Source: an optimization exercise on an open RTL-to-GDS flow (aim: small area, a short achievable clock period and few clock cycles per item). Production flows keep margins and buffers that such runs may drop. At most, simulation tests tie the RTL to the original design; equivalence was not proved.

== try-yarrow ==
// gcd_coprocessor
module gcd_coprocessor #( parameter W = 16 ) (
  input clk,
  input reset,
  input operands_val,
  input [W-1:0] operands_bits_A,
  input [W-1:0] operands_bits_B,
  output operands_rdy,
  output result_val,
  output [W-1:0] result_bits,
  input result_rdy
);
Size in the first run: about 640 cells after synthesis, about 37 flip-flops, ~4800 µm² of cells after synthesis.
Settings: LEC_CHECK=0, CAP_MARGIN=20, CELL_PAD_IN_SITES_DETAIL_PLACEMENT=0, CELL_PAD_IN_SITES_GLOBAL_PLACEMENT=1, CORE_AREA=5 5 115 115, DIE_AREA=0 0 120 120, PLACE_DENSITY=0.5, SETUP_SLACK_MARGIN=0.5, SLEW_MARGIN=20, TNS_END_PERCENT=5; clock period 5.0 ns.
run.sh (not shown) runs the stock make flow with config.mk's settings and CLKGATE_MAP_FILE= SYNTH_SCRIPT=/design/flow/synth_recipe.tcl, a recipe that flattens the netlist after the stock synthesis.
Input-level comparison between try-zinc and try-yarrow:
Settings: removing TNS_END_PERCENT (formerly 5); changing SETUP_SLACK_MARGIN from 0.5 to 1.5.
==> comparison <==
Note that the global-route wire length before repair recorded for try-yarrow amounts to 0.940 times the value seen in try-zinc.
Clock skew: try-yarrow vs try-zinc, no meaningful difference
Summary of try-zinc over try-yarrow: global-route usage shows an increase of 1.7 points, number of hold-repair buffers added at the cts stage essentially unchanged, final cell count without fillers up about 8%, transition time at the pin with the least slew margin moved down.
try-yarrow reports its launching instance or port of the critical path as B[10] while try-zinc reports A[8].
The inputs of try-maple differ from those of try-zinc as listed below.
Settings: TNS_END_PERCENT now 5, previously not set; SETUP_SLACK_MARGIN now 1.0, was 1.5.
Findings:
Layout cell share with drive strength beyond 1, try-zinc and try-maple: smaller value in try-maple
Lower post-layout instance count excluding filler cells among try-zinc and try-maple: try-maple
Comparing try-maple against try-zinc, there is no change at all in flip-flop and latch count.
The startpoint of the most critical setup path comes out A[8] in one run and A[9] in the other, namely in try-zinc and try-maple respectively.
Delta (try-maple minus try-zinc): area added between synthesis and finish shrank by 19 points, worst endpoint required time saw a decrease, post-cts repair resize count decreased 64.
As far as final worst hold slack is concerned, try-zinc and try-maple perform about the same.
No functional check of the RTL was part of any run of this note.

========
The RTL this note starts from:
==> flow/design.v <==
module gcd_coprocessor #( parameter W = 16 ) (
  input clk,
  input reset,
  input operands_val,
  input [W-1:0] operands_bits_A,
  input [W-1:0] operands_bits_B,
  output operands_rdy,
  output result_val,
  output [W-1:0] result_bits,
  input result_rdy
);
  function [3:0] ctz(input [W-1:0] v);
    integer i;
    begin
      ctz = 4'd0;
      for (i = W - 1; i >= 0; i = i - 1)
        if (v[i]) ctz = i;
    end
  endfunction
  reg [W-1:0] A, B;
  reg [3:0]   k;       
  reg         fin;     
  reg         busy;
  wire [W-1:0] xab = A ^ B;
  wire eq   = ~|xab;
  wire bz   = ~|B;
  wire kz   = (k == 4'd0);
  wire stop = eq | fin;
  wire done = busy & stop & kz;
  assign result_val   = done;
  assign result_bits  = A;
  assign operands_rdy = ~busy | (done & result_rdy);
  wire load = operands_val & operands_rdy;
  wire both_even = ~A[0] & ~B[0];
  wire         sub = B[0] | bz;
  wire [W:0]   d = {1'b0, A} - {1'b0, B};
  wire         neg = d[W];
  wire [W-1:0] y = sub ? xab : B;         
  wire [3:0]   s = both_even ? 4'd1 : ctz(y);
  wire [W-1:0] f = d[W-1:0] ^ {W{neg}};   
  wire [W-1:0] g = sub ? f : B;
  wire [W-1:0] bnext = (g >> s) | {{(W-1){1'b0}}, sub & neg};
  wire swap = B[0] & (~A[0] | ~neg);
  always @(posedge clk or posedge reset) begin
    if (reset) begin
      busy <= 1'b0;
    end else if (load) begin
      busy <= 1'b1;
    end else if (done & result_rdy) begin
      busy <= 1'b0;
    end
  end
  wire a_load = load;
  wire a_shl  = ~load & busy & stop & ~kz;
  wire a_shr  = ~load & busy & ~stop & both_even;
  wire a_swp  = ~load & busy & ~stop & ~both_even & swap;
  wire a_hold = ~(a_load | a_shl | a_shr | a_swp);
  wire b_new  = ~load & busy & ~stop;
  wire b_hold = ~(load | b_new);
  wire [W-1:0] anext = ({W{a_load}} & operands_bits_A) | ({W{a_shl}} & (A << 1))
                     | ({W{a_shr}} & (A >> 1)) | ({W{a_swp}} & B) | ({W{a_hold}} & A);
  wire [W-1:0] bnext2 = ({W{load}} & operands_bits_B) | ({W{b_new}} & bnext) | ({W{b_hold}} & B);
  wire k_dec = a_shl;
  wire k_inc = a_shr;
  wire [3:0] knext = ({4{k_dec}} & (k - 4'd1)) | ({4{k_inc}} & (k + 4'd1))
                   | ({4{~load & ~k_dec & ~k_inc}} & k);
  wire finnext = ~load & (fin | a_shl);
  always @(posedge clk) begin
    A <= anext;
    B <= bnext2;
    k   <= knext;
    fin <= finnext;
  end
endmodule
export LEC_CHECK = 0
export ABC_AREA = 1
export CAP_MARGIN = 20
export CELL_PAD_IN_SITES_DETAIL_PLACEMENT = 0
export CELL_PAD_IN_SITES_GLOBAL_PLACEMENT = 1
export CORE_AREA = 5 5 115 115
export DIE_AREA = 0 0 120 120
export PLACE_DENSITY = 0.5
export SETUP_SLACK_MARGIN = 1.5
export SLEW_MARGIN = 20
export TNS_END_PERCENT = 5
create_clock -name core_clock -period 5.0 [get_ports {clk}]
standard.sh (not shown) runs the stock make flow with config.mk's settings and CLKGATE_MAP_FILE= SYNTH_SCRIPT=/design/flow/synth_recipe.tcl, a recipe that flattens the netlist after the stock synthesis.
==> flow/flow/run.sh <==
#!/bin/bash
# The standard layout (the standard.sh on all ORFS steps), with the port
# buffers that global placement inserts made the smallest buffer cell
# (sky130_fd_sc_hd__buf_1) instead of the delay buffer buffer_ports picks by
# itself. Every input and output port still gets its own buffer.
set -euo pipefail
export BUFFER_PORTS_ARGS="-buffer_cell sky130_fd_sc_hd__buf_1"
bash standard.sh > run_standard.log 2>&1
The starting point produced a clean layout.
Testbench counts at the start, summed over its fixed seeds: cycles 6,282, items 512.
Change:
- CORE_AREA: 5 5 115 115 -> 5 5 95 95
- DIE_AREA: 0 0 120 120 -> 0 0 100 100
- PLACE_DENSITY: 0.5 -> 0.85
Effect:
- The changed run passed the timing, DRC and antenna checks
- hold slack barely changes
- clock skew stays flat
Change:
- CORE_AREA: 5 5 95 95 -> 5 5 85 85
- DIE_AREA: 0 0 100 100 -> 0 0 90 90
- PLACE_DENSITY: 0.85 -> 0.65
- SETUP_SLACK_MARGIN: 1.5 -> 1.3
Effect:
- The new run never finished: it broke off in 3_1_place_gp_skip_io
- synthesized area is unchanged
- synthesized cell count does not change
Change:
- CORE_AREA: 5 5 85 85 -> 5 5 115 115
- DIE_AREA: 0 0 90 90 -> 0 0 120 120
- PLACE_DENSITY: 0.65 -> 0.5
- SETUP_SLACK_MARGIN: 1.3 -> 1.5
- TNS_END_PERCENT: 5 -> default
=> The changed run completed without violations. Area after synthesis is unchanged. Synthesized cell count stays the same.
Change:
- CORE_AREA: 5 5 115 115 -> 5 5 95 95
- CTS_CLUSTER_DIAMETER: default -> 100
- CTS_CLUSTER_SIZE: default -> 40
- DIE_AREA: 0 0 120 120 -> 0 0 100 100
- PLACE_DENSITY: 0.5 -> 0.85
The new run produced a clean layout.
Routed wire length decreases by 11%.
Final cell count decreases by 4.9%.
First-iteration DRC count increases by 3.1%.
Setup slack improves by 0.031 ns.
Final area decreases by 2.9%.

========
Setup of v41:
Starts from the design.v that is shown in full above.
clock: 5.0 ns
lec_check: 0
abc_area: 1
cap_margin: 20
cell_pad_in_sites_detail_placement: 0
cell_pad_in_sites_global_placement: 1
core_area: 5 5 95 95
die_area: 0 0 100 100
place_density: 0.85
setup_slack_margin: 1.6
slew_margin: 20
Scripts as last shown in full above: flow/flow/run.sh
v41: flow completed, timing, DRC and antenna clean
Testbench counts of v41, summed over its fixed seeds: cycles 6,282, items 512.
Input changes introduced in v24 (baseline for comparison: v41):
diff --git a/flow/config.mk b/flow/config.mk
--- a/flow/config.mk
+++ b/flow/config.mk
@@ -10,7 +10,8 @@
 export CELL_PAD_IN_SITES_DETAIL_PLACEMENT = 0
 export CELL_PAD_IN_SITES_GLOBAL_PLACEMENT = 1
-export CORE_AREA = 5 5 95 95
-export DIE_AREA = 0 0 100 100
-export PLACE_DENSITY = 0.85
-export SETUP_SLACK_MARGIN = 1.6
+export CORE_AREA = 5 5 115 115
+export DIE_AREA = 0 0 120 120
+export PLACE_DENSITY = 0.5
+export SETUP_SLACK_MARGIN = 1.3
 export SLEW_MARGIN = 20
+export TNS_END_PERCENT = 5
## What came out
v24 against v41; number of non-clock buffers in the layout is down by more than 10%.
Looking at category of the critical setup timing path, the reg -> out result is from v24; the reg -> reg one comes from v41.
Of the two candidates, v41 has the better setup slack and v24 the worse one.
Between v41 and v24, final net count decreased.
In v24, the cell count came out 3.4% above the value in v41.
Summary of the comparison: placeable core region is higher in v24, relative to v41.
Worst reg2reg path depth ends up higher on v24.
Critical path depth (lower): v24
Number of synthesized register bits: v24 vs v41 identical
The largest net degree at the start of global routing of v24 falls short of that of v41 by 2.
Modified inputs, v29 compared to v24
diff --git a/flow/config.mk b/flow/config.mk
--- a/flow/config.mk
+++ b/flow/config.mk
@@ -10,8 +10,8 @@
 export CELL_PAD_IN_SITES_DETAIL_PLACEMENT = 0
 export CELL_PAD_IN_SITES_GLOBAL_PLACEMENT = 1
-export CORE_AREA = 5 5 115 115
-export DIE_AREA = 0 0 120 120
-export PLACE_DENSITY = 0.5
-export SETUP_SLACK_MARGIN = 1.3
+export CORE_AREA = 5 5 95 95
+export DIE_AREA = 0 0 100 100
+export GPL_TIMING_DRIVEN = 0
+export PLACE_DENSITY = 0.85
+export SETUP_SLACK_MARGIN = 1.5
 export SLEW_MARGIN = 20
-export TNS_END_PERCENT = 5
--- outcome ---
- Changes observed in v29 relative to v24: routed wire length lost 11%; area added between synthesis and finish shows an increase of 2.0 points; multi-input gate share of the layout cell area rose by 0.52 points.
- B[5] as the launching element of the worst setup path was reported by v29, and B[2] by v24.
- When the final numbers for v29 and v24 were put side by side, the fraction of area in registers turned out to be greater in v24.
- Going from v24 to v29, the headroom to the max-slew limit was found to have gone up by 11 points.
For v23, these inputs were changed with respect to v29:
diff --git a/flow/config.mk b/flow/config.mk
--- a/flow/config.mk
+++ b/flow/config.mk
@@ -9,9 +9,8 @@
 export CAP_MARGIN = 20
 export CELL_PAD_IN_SITES_DETAIL_PLACEMENT = 0
-export CELL_PAD_IN_SITES_GLOBAL_PLACEMENT = 1
+export CELL_PAD_IN_SITES_GLOBAL_PLACEMENT = 0
 export CORE_AREA = 5 5 95 95
 export DIE_AREA = 0 0 100 100
-export GPL_TIMING_DRIVEN = 0
-export PLACE_DENSITY = 0.85
+export PLACE_DENSITY = 0.7
 export SETUP_SLACK_MARGIN = 1.5
 export SLEW_MARGIN = 20
### Flow results
Having completed the whole flow, v29 delivered a layout that passed the timing, DRC and antenna checks.
v23 ran to completion and came out clean on the timing, DRC and antenna checks.
Routed via count essentially unchanged between v23 and v29.

========
job 101:
RTL: the design.v shown in full above, as it stands there.
==> flow/config.mk <==
export PLATFORM = sky130hd
export DESIGN_NAME = gcd_coprocessor
export DESIGN_NICKNAME = gcd_coprocessor
export VERILOG_FILES = /design/flow/design.v
export SDC_FILE = /design/flow/constraint.sdc
export NUM_CORES = 4
export LEC_CHECK = 0
export ABC_AREA = 1
export CAP_MARGIN = 20
export CELL_PAD_IN_SITES_DETAIL_PLACEMENT = 0
export CELL_PAD_IN_SITES_GLOBAL_PLACEMENT = 1
export CORE_AREA = 5 5 95 95
export DIE_AREA = 0 0 100 100
export PLACE_DENSITY = 0.85
export SETUP_SLACK_MARGIN = 1.7
export SLEW_MARGIN = 20
export TNS_END_PERCENT = 5
==> flow/constraint.sdc <==
create_clock -name core_clock -period 5.0 [get_ports {clk}]
set_input_delay 1.0000 -clock core_clock [delete_from_list [all_inputs] [get_ports {clk}]]
set_output_delay 1.0000 -clock core_clock [all_outputs]
set_load 0.01 [all_outputs]
Scripts as last shown in full above: flow/flow/run.sh
Testbench counts of job 101, summed over its fixed seeds: cycles 6,282, items 512.
diff inputs: job 101 => job 102
--- a/flow/config.mk
+++ b/flow/config.mk
@@ -13,5 +13,4 @@
 export DIE_AREA = 0 0 100 100
 export PLACE_DENSITY = 0.85
-export SETUP_SLACK_MARGIN = 1.7
+export SETUP_SLACK_MARGIN = 1.5
 export SLEW_MARGIN = 20
-export TNS_END_PERCENT = 5
Notes after the runs:
- Job 102 vs. job 101: met3 layer usage reported by global route moved down; post-synthesis to final-layout area growth moved down; fraction of layout instances using a drive strength above 1 moved down; wire length moved down.
- Final setup slack of the worst path in job 102 vs job 101: down 43 ps
diff inputs: job 102 => job 103
--- a/flow/config.mk
+++ b/flow/config.mk
@@ -10,7 +10,7 @@
 export CELL_PAD_IN_SITES_DETAIL_PLACEMENT = 0
 export CELL_PAD_IN_SITES_GLOBAL_PLACEMENT = 1
-export CORE_AREA = 5 5 95 95
-export DIE_AREA = 0 0 100 100
-export PLACE_DENSITY = 0.85
+export CORE_AREA = 4 4 88 88
+export DIE_AREA = 0 0 92 92
+export PLACE_DENSITY = 0.9
 export SETUP_SLACK_MARGIN = 1.5
 export SLEW_MARGIN = 20
## What came out
- In job 103, the worst hold margin came out 28 ps below the value in job 102.
- In job 103 the post-route met1 wirelength turned out 7.0% lower than in job 102.
- For job 102, the cell with the biggest individual delay on the critical path was sky130_fd_sc_hd__dfxtp_4, unlike job 103, where it was sky130_fd_sc_hd__fa_1.
- Diff job 103..job 102 | TritonCTS buffer count | unchanged
- In the flow results for job 103 and job 102, the pin count of the biggest net entering global routing is smaller on job 103.
- Job 103 has portion of the clock cycle consumed by the worst path in the final layout above what job 102 had.
- Between job 103 and job 102, the data required time of the critical path is lower for job 102.
- Re count of hold-fix buffers inserted at cts: no difference whatsoever between job 103 and job 102.
- Type of the worst setup path: flip-flop to flip-flop -> job 103, flip-flop to output pin -> job 102
Setup changes, job 103 to job 104
--- a/flow/config.mk
+++ b/flow/config.mk
@@ -10,7 +10,7 @@
 export CELL_PAD_IN_SITES_DETAIL_PLACEMENT = 0
 export CELL_PAD_IN_SITES_GLOBAL_PLACEMENT = 1
-export CORE_AREA = 4 4 88 88
-export DIE_AREA = 0 0 92 92
-export PLACE_DENSITY = 0.9
-export SETUP_SLACK_MARGIN = 1.5
+export CORE_AREA = 5 5 95 95
+export DIE_AREA = 0 0 100 100
+export PLACE_DENSITY = 0.85
+export SETUP_SLACK_MARGIN = 1.4
 export SLEW_MARGIN = 20
Findings:
The final reports for job 104 and job 103 show layout filler cell count higher in the former. On area of placed instances, job 103 and job 104 are basically level. Job 104 vs. job 103: post-place setup slack moved down; chip height moved up.

========
Another version of the RTL of gcd_coprocessor (not shown whole).
For scale: about 560 cells after synthesis, about 54 I/O pins, roughly 0.0043 mm² of cells after synthesis.
// gcd_coprocessor
module gcd_coprocessor #( parameter W = 16 ) (
  input clk,
  input reset,
  input operands_val,
  input [W-1:0] operands_bits_A,
  input [W-1:0] operands_bits_B,
  output operands_rdy,
  output result_val,
  output [W-1:0] result_bits,
  input result_rdy
);
clock: 5.0 ns
lec_check: 0
cap_margin: 20
cell_pad_in_sites_detail_placement: 0
cell_pad_in_sites_global_placement: 1
core_area: 5 5 115 115
die_area: 0 0 120 120
place_density: 0.5
setup_slack_margin: 1.7
slew_margin: 20
tns_end_percent: 5
Scripts as last shown in full above: flow/flow/run.sh
Testbench counts at the start, summed over its fixed seeds: cycles 6,282, items 512.
Edit:
--- a/flow/config.mk
+++ b/flow/config.mk
@@ -12,5 +12,5 @@
 export DIE_AREA = 0 0 120 120
 export PLACE_DENSITY = 0.5
-export SETUP_SLACK_MARGIN = 1.7
+export SETUP_SLACK_MARGIN = 1.3
 export SLEW_MARGIN = 20
 export TNS_END_PERCENT = 5
What happened:
- fmax came out lower by about 11%
- count of clock-buffer cells in the layout does not change
- via count came out lower by about 4%
- routed wire length drops by about 7%
- utilization fell by 6.2 points
- worst hold slack hardly moves
- worst setup slack got worse by 0.42 ns
- non-clock buffer count shrinks by 38
- global-route usage fell by 1.0 points
- synthesized cell count does not change
Edit:
==> flow/run.sh (new file) <==
#!/bin/bash
# synth_recipe.tcl (not shown) runs the flow's synth.tcl, then flattens the netlist and writes it again
# the make line also repeats each setting of config.mk as NAME=value (left out here)
make -C /OpenROAD-flow-scripts/flow DESIGN_CONFIG=/design/flow/config.mk WORK_HOME=/design/flow/orfs CLKGATE_MAP_FILE= SYNTH_SCRIPT=/design/flow/synth_recipe.tcl finish
--- a/flow/config.mk
+++ b/flow/config.mk
@@ -12,5 +12,5 @@
 export DIE_AREA = 0 0 120 120
 export PLACE_DENSITY = 0.5
-export SETUP_SLACK_MARGIN = 1.3
+export SETUP_SLACK_MARGIN = 1.0
 export SLEW_MARGIN = 20
 export TNS_END_PERCENT = 5
removed: flow/flow/run.sh
removed: flow/standard.sh
Outcome:
- The new run passed the timing, DRC and antenna checks
- routed wire length went up by about 0.6%
- count of clock-buffer cells in the layout went down by 1
- cell area went up by 4.8%
- via count went down by 2.4%
- die area is unchanged
Edit:
==> flow/flow/run.sh (new file) <==
#!/bin/bash
# The standard layout (the standard.sh on all ORFS steps), with the port
# buffers that global placement inserts made the smallest buffer cell
# (sky130_fd_sc_hd__buf_1) instead of the delay buffer buffer_ports picks by
# itself. Every input and output port still gets its own buffer.
set -euo pipefail
export BUFFER_PORTS_ARGS="-buffer_cell sky130_fd_sc_hd__buf_1"
bash standard.sh > run_standard.log 2>&1
==> flow/standard.sh (new file) <==
#!/bin/bash
# synth_recipe.tcl (not shown) runs the flow's synth.tcl, then flattens the netlist and writes it again
# the make line also repeats each setting of config.mk as NAME=value (left out here)
make -C /OpenROAD-flow-scripts/flow DESIGN_CONFIG=/design/flow/config.mk WORK_HOME=/design/flow/orfs CLKGATE_MAP_FILE= SYNTH_SCRIPT=/design/flow/synth_recipe.tcl "${@:-finish}"
--- a/flow/config.mk
+++ b/flow/config.mk
@@ -6,4 +6,5 @@
 export NUM_CORES = 4
 export LEC_CHECK = 0
+export ABC_AREA = 1
 export CAP_MARGIN = 20
 export CELL_PAD_IN_SITES_DETAIL_PLACEMENT = 0
@@ -12,5 +13,5 @@
 export DIE_AREA = 0 0 120 120
 export PLACE_DENSITY = 0.5
-export SETUP_SLACK_MARGIN = 1.0
+export SETUP_SLACK_MARGIN = 1.6
 export SLEW_MARGIN = 20
 export TNS_END_PERCENT = 5
removed: flow/run.sh
After rerunning: Clock-buffer cell count climbs by 1. Maximum frequency climbs by about 19%. Worst hold slack loses 0.023 ns. Die area stays the same. Non-clock buffer count drops by 4. Global-route usage drops by 2.6 points. Area after synthesis drops by 9.1%.
Edit:
--- a/flow/flow/run.sh
+++ b/flow/flow/run.sh
@@ -6,3 +6,4 @@
 set -euo pipefail
 export BUFFER_PORTS_ARGS="-buffer_cell sky130_fd_sc_hd__buf_1"
+export RECOVER_POWER=100
 bash standard.sh > run_standard.log 2>&1
--- a/flow/config.mk
+++ b/flow/config.mk
@@ -6,5 +6,4 @@
 export NUM_CORES = 4
 export LEC_CHECK = 0
-export ABC_AREA = 1
 export CAP_MARGIN = 20
 export CELL_PAD_IN_SITES_DETAIL_PLACEMENT = 0
@@ -13,5 +12,5 @@
 export DIE_AREA = 0 0 120 120
 export PLACE_DENSITY = 0.5
-export SETUP_SLACK_MARGIN = 1.6
+export SETUP_SLACK_MARGIN = 1.0
 export SLEW_MARGIN = 20
 export TNS_END_PERCENT = 5
Result: The changed run passed the timing, DRC and antenna checks; non-clock buffer count increases by 9; worst setup slack degrades by 1.1 ns; synthesized area increases by roughly a tenth; sequential share of layout area decreases by 0.58 points.

## re-timing with driven ports
How much do the figures lean on ideal ports? The routed layouts below were timed once more, with nothing changed but the port constraints.
Step 1 (the two cells are an assumption about what drives the block):
set clk [get_ports {clk}]
set_driving_cell -lib_cell sky130_fd_sc_hd__clkbuf_16 $clk
set_driving_cell -lib_cell sky130_fd_sc_hd__buf_2 [delete_from_list [all_inputs] $clk]
Step 2 adds t to the input delays and takes it off the output delays; t is the mean of the earliest and latest rising clock arrival at the registers after step 1. Input paths then give back, and output paths get back, about the clock's delay inside the block.
Three values: ideal, step 1, step 2; two values: the first two.
run	shift t [ns]	slack for setup (ns)	worst slew at a driven data input, ns	cell pins on the clock port's net
try-yarrow	0.316	0.763 / 0.736 / 0.763	0.06	1
try-zinc	0.315	1.476 / 1.476 / 1.476	0.06	1
try-maple	0.316	1.123 / 1.089 / 1.155	0.06	1
the first run of note 2	0.318	1.593 / 1.560 / 1.700	0.04	1
the second run of note 2	0.320	1.625 / 1.594 / 1.701	0.04	1
the fourth run of note 2	0.319	1.654 / 1.620 / 1.703	0.04	1
the fifth run of note 2	0.319	1.685 / 1.654 / 1.724	0.04	1
v41	0.322	1.726 / 1.723 / 1.726	0.04	1
v24	0.316	1.536 / 1.502 / 1.547	0.04	1
v29	0.316	1.679 / 1.653 / 1.705	0.04	1
v23	0.324	1.649 / 1.620 / 1.738	0.04	1
job 101	0.323	1.729 / 1.697 / 1.766	0.04	1
job 102	0.319	1.685 / 1.654 / 1.724	0.04	1
job 103	0.323	1.670 / 1.661 / 1.670	0.04	1
job 104	0.321	1.558 / 1.558 / 1.558	0.04	1
the first run of note 5	0.332	1.628 / 1.589 / 1.641	0.03	1
the second run of note 5	0.334	1.211 / 1.211 / 1.211	0.03	1
the third run of note 5	0.337	1.105 / 1.066 / 1.169	0.05	1
the fourth run of note 5	0.317	1.720 / 1.683 / 1.723	0.04	1
the fifth run of note 5	0.334	0.644 / 0.602 / 0.786	0.03	1
After both steps every run listed still meets setup and hold.
